Background: an optimization exercise with open tools, aiming at small area, a short achievable clock period and few clock cycles per item. Do not read the settings as production practice.
Function was checked by simulation only, so behaviour that the tests miss may differ from the original.
Power and IR drop assume default switching activity.

## CORDIC
module CORDIC (
    input clk,
    input rst,
    input input_ready,
    input [15:0] angle,
    output reg output_ready,
    output reg signed [15:0] cosine_out,
    output reg signed [15:0] sine_out
);
For scale: about 66 flip-flops, roughly 52 I/O pins, about 5800 µm² of cells after synthesis.
clock: 10.0 ns
lec_check: 0
abc_area: 1
cap_margin: 20
core_margin: 2
core_utilization: 40
slew_margin: 20
standard.sh (not shown) runs the stock make flow with config.mk's settings and CLKGATE_MAP_FILE= SYNTH_SCRIPT=/design/flow/synth_recipe.tcl, a recipe that flattens the netlist after the stock synthesis.
==> flow/flow/run.sh <==
#!/bin/bash
# Standard layout with extra make settings for timing repair and the clock tree.
set -euo pipefail
bash standard.sh SETUP_SLACK_MARGIN=6.9 'BUFFER_PORTS_ARGS=-buffer_cell sky130_fd_sc_hd__buf_2' 'CTS_ARGS=-sink_clustering_enable -repair_clock_nets -dont_use_dummy_load -buf_list {sky130_fd_sc_hd__clkbuf_4}' finish > make_finish.log 2>&1
The first run produced a clean layout.
Testbench counts at the start, summed over its fixed seeds: cycles 33,600, items 2,400.
Next try:
==> flow/run.sh (new file) <==
#!/bin/bash
# synth_recipe.tcl (not shown) runs the flow's synth.tcl, then flattens the netlist and writes it again
# the make line also repeats each setting of config.mk as NAME=value (left out here)
make -C /OpenROAD-flow-scripts/flow DESIGN_CONFIG=/design/flow/config.mk WORK_HOME=/design/flow/orfs CLKGATE_MAP_FILE= SYNTH_SCRIPT=/design/flow/synth_recipe.tcl finish
--- a/flow/config.mk
+++ b/flow/config.mk
@@ -11,2 +11,4 @@
 export CORE_UTILIZATION = 40
+export CTS_BUF_LIST = sky130_fd_sc_hd__clkbuf_2 sky130_fd_sc_hd__clkbuf_4 sky130_fd_sc_hd__clkbuf_8
+export SETUP_SLACK_MARGIN = 5
 export SLEW_MARGIN = 20
removed: flow/flow/run.sh
removed: flow/standard.sh
What happened: Wire length is lower by 4.2%. Combinational power is lower by about 5%. Area after synthesis is unchanged. Worst setup slack is worse by 1000 ps. Via count is lower by 4.3%. Sequential power is lower by about 1%. Clock skew is lower by 23 ps.
Next try:
==> flow/flow/run.sh (new file) <==
#!/bin/bash
# Standard layout with extra make settings for timing repair and the clock tree.
set -euo pipefail
bash standard.sh SETUP_SLACK_MARGIN=6.75 'BUFFER_PORTS_ARGS=-buffer_cell sky130_fd_sc_hd__buf_2' 'CTS_ARGS=-sink_clustering_enable -repair_clock_nets -dont_use_dummy_load -buf_list {sky130_fd_sc_hd__clkbuf_2 sky130_fd_sc_hd__clkbuf_4 sky130_fd_sc_hd__clkbuf_8}' finish > make_finish.log 2>&1
==> flow/standard.sh (new file) <==
#!/bin/bash
# synth_recipe.tcl (not shown) runs the flow's synth.tcl, then flattens the netlist and writes it again
# the make line also repeats each setting of config.mk as NAME=value (left out here)
make -C /OpenROAD-flow-scripts/flow DESIGN_CONFIG=/design/flow/config.mk WORK_HOME=/design/flow/orfs CLKGATE_MAP_FILE= SYNTH_SCRIPT=/design/flow/synth_recipe.tcl "${@:-finish}"
--- a/flow/config.mk
+++ b/flow/config.mk
@@ -11,4 +11,2 @@
 export CORE_UTILIZATION = 40
-export CTS_BUF_LIST = sky130_fd_sc_hd__clkbuf_2 sky130_fd_sc_hd__clkbuf_4 sky130_fd_sc_hd__clkbuf_8
-export SETUP_SLACK_MARGIN = 5
 export SLEW_MARGIN = 20
removed: flow/run.sh
Effect: Hold slack is worse by 3.5 ps; worst setup slack gains 1100 ps; synthesized area is unchanged; cell area decreases by 1.6%; critical path depth went up by 9; non-clock buffer count rises by 11; synthesized cell count does not change; power went down by 2.6%.

---

## v40
CORDIC again, from the RTL that the note above started with.
==> flow/design.v (excerpt) <==
module CORDIC (
    input clk,
    input rst,
    input input_ready,
    input [15:0] angle,
    output reg output_ready,
    output reg signed [15:0] cosine_out,
    output reg signed [15:0] sine_out
);
clock: 10.0 ns
lec_check: 0
abc_area: 1
cap_margin: 20
core_margin: 2
core_utilization: 40
slew_margin: 20
==> flow/flow/run.sh <==
#!/bin/bash
# Standard layout with extra make settings for timing repair and the clock tree.
set -euo pipefail
bash standard.sh SETUP_SLACK_MARGIN=6.75 'BUFFER_PORTS_ARGS=-buffer_cell sky130_fd_sc_hd__buf_2' 'CTS_ARGS=-sink_clustering_enable -repair_clock_nets -dont_use_dummy_load -buf_list {sky130_fd_sc_hd__clkbuf_4}' finish > make_finish.log 2>&1
v40: flow completed, timing, DRC and antenna clean
Testbench counts of v40, summed over its fixed seeds: cycles 33,600, items 2,400.
Modified inputs, v58 compared to v40
==> flow/flow/run.sh <==
#!/bin/bash
# Standard layout with extra make settings for timing repair and the clock tree.
set -euo pipefail
bash standard.sh SETUP_SLACK_MARGIN=7 'BUFFER_PORTS_ARGS=-buffer_cell sky130_fd_sc_hd__buf_2' 'CTS_ARGS=-sink_clustering_enable -repair_clock_nets -dont_use_dummy_load -buf_list {sky130_fd_sc_hd__clkbuf_2 sky130_fd_sc_hd__clkbuf_4 sky130_fd_sc_hd__clkbuf_8}' finish > make_finish.log 2>&1
## What came out
Reported combinational group power (higher): v58
Fraction of final layout cells sized beyond drive strength 1 ends up higher on v58.
Hold slack: v58 vs v40 — no meaningful difference
Taking v40 as the reference, in v58 largest net degree at the start of global routing moved down, number of setup buffers added after CTS moved up.
### v58 -> v43
==> flow/flow/run.sh <==
#!/bin/bash
# Standard layout with extra make settings for timing repair and the clock tree.
set -euo pipefail
bash standard.sh SETUP_SLACK_MARGIN=6.5 'BUFFER_PORTS_ARGS=-buffer_cell sky130_fd_sc_hd__buf_2' 'CTS_ARGS=-sink_clustering_enable -repair_clock_nets -dont_use_dummy_load -buf_list {sky130_fd_sc_hd__clkbuf_2 sky130_fd_sc_hd__clkbuf_4 sky130_fd_sc_hd__clkbuf_8}' finish > make_finish.log 2>&1
v43 completed every stage of the flow, and the final layout passed the timing, design-rule and antenna checks. The sequential cell area share of v43 exceeds that of v58 by 2.0 points. Comparing number of non-clock buffers for v43 and v58, the smaller number came from v43. Against v58 as the reference, v43 delivers a lower via count. Between v43 and v58, portion of total power attributed to the clock network is higher for v43, v58 comes in under that.
Relative to v43, the following input files were edited for v37:
==> flow/flow/run.sh <==
#!/bin/bash
# Standard layout with extra make settings for timing repair and the clock tree.
set -euo pipefail
bash standard.sh SETUP_SLACK_MARGIN=6.6 'BUFFER_PORTS_ARGS=-buffer_cell sky130_fd_sc_hd__buf_2' 'CTS_ARGS=-sink_clustering_enable -repair_clock_nets -dont_use_dummy_load -buf_list {sky130_fd_sc_hd__clkbuf_4}' finish > make_finish.log 2>&1
[summary]
- v43 tops out at a lower clock frequency than v37.
- In v37 relative to v43, fill cell instance count of the final layout had gone down slightly.
- Summary of v37 over v43: relative max-transition margin roughly the same, count of clock tree sinks roughly the same, total detailed-routing wirelength higher, iteration count of the initial detailed-routing pass higher, die outline area roughly the same.

[re-timing with driven ports]
No port has a modelled driver above. Below, the same layouts with a new extraction and two added sets of constraints.
Step 1 assumes that a clkbuf_16 drives the clock port and a buf_2 every other input.
Step 2 moves the port delays by t, midway between the first and last clock arrival at a register: inputs arrive t later, outputs are due t later. That takes back most of the time a late clock gives input paths.
a / b / c = no drivers / after step 1 / after step 2; a / b = the first two.
run | shift t [ns] | slack for setup (ns) | worst register clock-pin slew, ns
the first run of note 1 | 0.467 | 6.881 / 6.849 / 6.594 | 0.12 / 0.12
the second run of note 1 | 0.407 | 5.866 / 5.866 / 5.866 | 0.08 / 0.08
the third run of note 1 | 0.389 | 6.918 / 6.918 / 6.577 | 0.07 / 0.07
v40 | 0.461 | 6.907 / 6.877 / 6.596 | 0.12 / 0.12
v58 | 0.379 | 6.968 / 6.937 / 6.710 | 0.08 / 0.08
v43 | 0.390 | 6.775 / 6.775 / 6.481 | 0.07 / 0.07
v37 | 0.463 | 6.880 / 6.867 / 6.480 | 0.12 / 0.12
After both steps setup and hold are still met in every run listed. For v37, which loses most, drivers alone change the setup slack by -0.013 ns; drivers and shift together by -0.400 ns.
